Context: an optimization exercise on an open-source flow, tuned for small area and a short achievable clock period. The choices shown serve that exercise and are no tape-out recipe. Where RTL was checked, it was by simulation tests only, not by an equivalence proof against the original. Power figures rest on the tool's default switching activity, not on a simulated workload.

==> inputs of run a <==
// I2C_Master
module I2C_Master (clk, reset, address, byteenable, chipselect, writedata, readdata, write, read, i2c_sda_in, i2c_sda_out, i2c_scl, ref_clk_test, debug_port);
	input		clk, reset;
	input		read, write, chipselect;
	input	[1:0]	address;
	input	[3:0]	byteenable;
	input	[31:0]	writedata;
	output reg [31:0] readdata;
	input		i2c_sda_in;
	output		i2c_sda_out;
	output		i2c_scl;
	output		ref_clk_test;
	output	[14:0]	debug_port;
	localparam ADDRESS	= 2'b00;
	localparam DATA		= 2'b01;
	localparam STATUS	= 2'b10;
	localparam CONTROL	= 2'b11;
	reg [31:0]	slave_address;
	reg [31:0]	control_reg;
	reg [7:0]	tx_fifo_data_in;
	reg		tx_fifo_wr_req;
	reg		clr_tx_fifo_overflow;
	reg		clr_rx_fifo_overflow;
	reg		chipselect_del;
	wire [7:0]	tx_fifo_data_out;
	wire		tx_fifo_rd_req;
	wire		tx_fifo_full, tx_fifo_empty, tx_fifo_overflow;
	wire [5:0]	tx_fifo_wr_index, tx_fifo_rd_index;
	wire [7:0]	rx_fifo_data_in;
	wire		rx_fifo_wr_req;
	wire		rx_fifo_rd_req;
	wire [7:0]	rx_fifo_data_out;
	wire		rx_fifo_full, rx_fifo_empty, rx_fifo_overflow;
	wire [5:0]	rx_fifo_wr_index, rx_fifo_rd_index;
	wire		BUSY, ACK_ERROR;
  ...
clock: 4.5 ns
lec_check: 0
cap_margin: 20
core_margin: 2
core_utilization: 50
place_density: 0.65
setup_slack_margin: 1.8
slew_margin: 20
run.sh (not shown) runs the stock make flow with config.mk's settings and CLKGATE_MAP_FILE= SYNTH_SCRIPT=/design/flow/synth_recipe.tcl, a recipe that flattens the netlist after the stock synthesis.
==> run b (differences from run a) <==
--- a/flow/design.v
+++ b/flow/design.v
@@ -12,35 +12,17 @@
 	input			clear_overflow_request,
 	output reg [5:0]	wr_index,
 	output reg [5:0]	rd_index
 );
 	reg [7:0] memory [0:63];
 	wire push = wr_req & ~full;
 	wire pop  = rd_req & ~empty;
-	wire [7:0] wr_hi = 8'd1 << wr_index[5:3];
-	wire [7:0] wr_lo = 8'd1 << wr_index[2:0];
-	wire [7:0] rd_hi = 8'd1 << rd_index[5:3];
-	wire [7:0] rd_lo = 8'd1 << rd_index[2:0];
-	reg  [7:0] rd_word;
-	integer k;
-	always @(*)
-	begin
-		rd_word = 8'd0;
-		for (k = 0; k < 64; k = k + 1)
-			rd_word = rd_word | (memory[k] & {8{rd_hi[k/8] & rd_lo[k%8]}});
-	end
-	genvar i;
-	generate
-		for (i = 0; i < 64; i = i + 1)
-		begin : row
-			always @(posedge clock)
-				if (push & wr_hi[i/8] & wr_lo[i%8])
-					memory[i] <= wr_data;
-		end
-	endgenerate
+	always @(posedge clock)
+		if (push)
+			memory[wr_index] <= wr_data;
 	always @(posedge clock)
 	begin
 		if (reset)
 		begin
 			wr_index <= 6'd0;
 			rd_index <= 6'd0;
 			rd_data  <= 8'd0;
@@ -50,15 +32,15 @@
 		else
 		begin
 			if (push)
 				wr_index <= wr_index + 6'd1;
 			if (pop)
 			begin
 				rd_index <= rd_index + 6'd1;
-				rd_data  <= rd_word;
+				rd_data  <= memory[rd_index];
 			end
 			if (push & ~pop)
 			begin
 				empty <= 1'b0;
 				full  <= (wr_index + 6'd1 == rd_index);
 			end
 			if (pop & ~push)
@@ -165,16 +147,16 @@
 	wire load_cfg = ~reset & pre_tick & (state == IDLE) & ~Rd_data_flag & start_fsm_next;
 	always @(posedge clk)
 	begin
 		if (load_cfg)
 		begin
 			R_W_N_r			<= start_fsm & control_reg[0];
 			USE_REGISTER_r		<= start_fsm & control_reg[7];
-			REGISTER_r		<= control_reg[15:8];
-			USE_REPEATED_START_r	<= control_reg[16];
+			REGISTER_r		<= {8{start_fsm}} & control_reg[15:8];
+			USE_REPEATED_START_r	<= start_fsm & control_reg[16];
 		end
 	end
 	always @(posedge clk)
 	begin
 		if (reset)
 			tx_fifo_rd_en_sig_del	<= 1'b0;
 		else
@@ -430,24 +412,26 @@
 	wire [7:0]	rx_fifo_data_out;
 	wire		rx_fifo_full, rx_fifo_empty, rx_fifo_overflow;
 	wire [5:0]	rx_fifo_wr_index, rx_fifo_rd_index;
 	wire		BUSY, ACK_ERROR;
 	wire [31:0]	status = {rx_fifo_rd_index, rx_fifo_wr_index, tx_fifo_rd_index, tx_fifo_wr_index,
 				  BUSY, ACK_ERROR, tx_fifo_empty, tx_fifo_full, tx_fifo_overflow,
 				  rx_fifo_empty, rx_fifo_full, rx_fifo_overflow};
-	wire rc = read & chipselect;
-	wire sel_address = rc & (address == ADDRESS);
-	wire sel_data    = rc & (address == DATA);
-	wire sel_status  = rc & (address == STATUS);
-	wire sel_control = rc & (address == CONTROL);
 	always @(*)
-		readdata = ({32{sel_address}} & slave_address)
-			 | ({32{sel_data}}    & {24'b0, rx_fifo_data_out})
-			 | ({32{sel_status}}  & status)
-			 | ({32{sel_control}} & control_reg);
+	begin
+		if (read && chipselect)
+			case (address)
+				ADDRESS: readdata = slave_address;
+				DATA:    readdata = {24'b0, rx_fifo_data_out};
+				STATUS:  readdata = status;
+				CONTROL: readdata = control_reg;
+			endcase
+		else
+			readdata = 32'b0;
+	end
 	wire bus_write = write & chipselect;
 	always @(posedge clk)
 	begin
 		if (reset)
 		begin
 			slave_address	<= 32'h0;
 			control_reg	<= 32'h0;
SETUP_SLACK_MARGIN = default   (was 1.8)
==> comparison table <==
metric	run a	run b
Run status	finished clean	finished clean
Total instance count after detailed placement	4772	4171
Portion of netlist area occupied by mux cells	3.29%	14.0%
Post-synthesis average cell area	14.0 sq um	16.5 sq um
Worst flop-to-flop path startpoint	TX_FIFO_inst.full	RX_FIFO_inst.rd_index[0]
Routed met2 length	75.7 mm	53.0 mm
Start point of the critical path	address[1]	chipselect
Hold Path Origin	clr_rx_fifo_overflow	clr_tx_fifo_overflow
Layout cells sized above 1	22.4%	17.7%
Number of nets in the final layout	3817	3071
P per Cell Area	378 nW/um^2	396 nW/um^2
FF-to-FF setup slack	1.71 ns	1.04 ns
TritonRoute pass-1 iters	6	8
Worst setup endpoint	readdata[5]	readdata[20]
Maximum VDD drop	0.363 mV	0.338 mV
Final-layout clock-cell area share	6.28%	6.63%
Function not checked in run b: the RTL went through the layout flow alone.

-- static timing again, ports no longer ideal --
No port has a modelled driver above. Below, the same layouts with a new extraction and two added sets of constraints. Step 1 sets driving cells, clkbuf_16 on the clock port and buf_2 on the other inputs (assumed; they add their load-dependent delay and slew). Step 2, shift: input delay + t, output delay - t, t = (earliest + latest rising clock arrival at the registers) / 2. This alone moves slack from input paths to output paths. a / b / c = no drivers / after step 1 / after step 2; a / b = the first two.
run | t, ns | setup WS [ns] | worst setup path after step 2 | latest minus earliest clock arrival (ns) | cell pins on the clock port's net
run a | 0.792 | 1.589 / 1.402 / 1.232 | input to register | 0.044 / 0.044 | 1
run b | 0.750 | 0.663 / 0.638 / 0.638 | input to output | 0.023 / 0.023 | 1
After both steps setup and hold are still met in every run listed. The setup slack of run a, which loses most, moves by -0.187 ns with the drivers and by -0.357 ns with both steps.
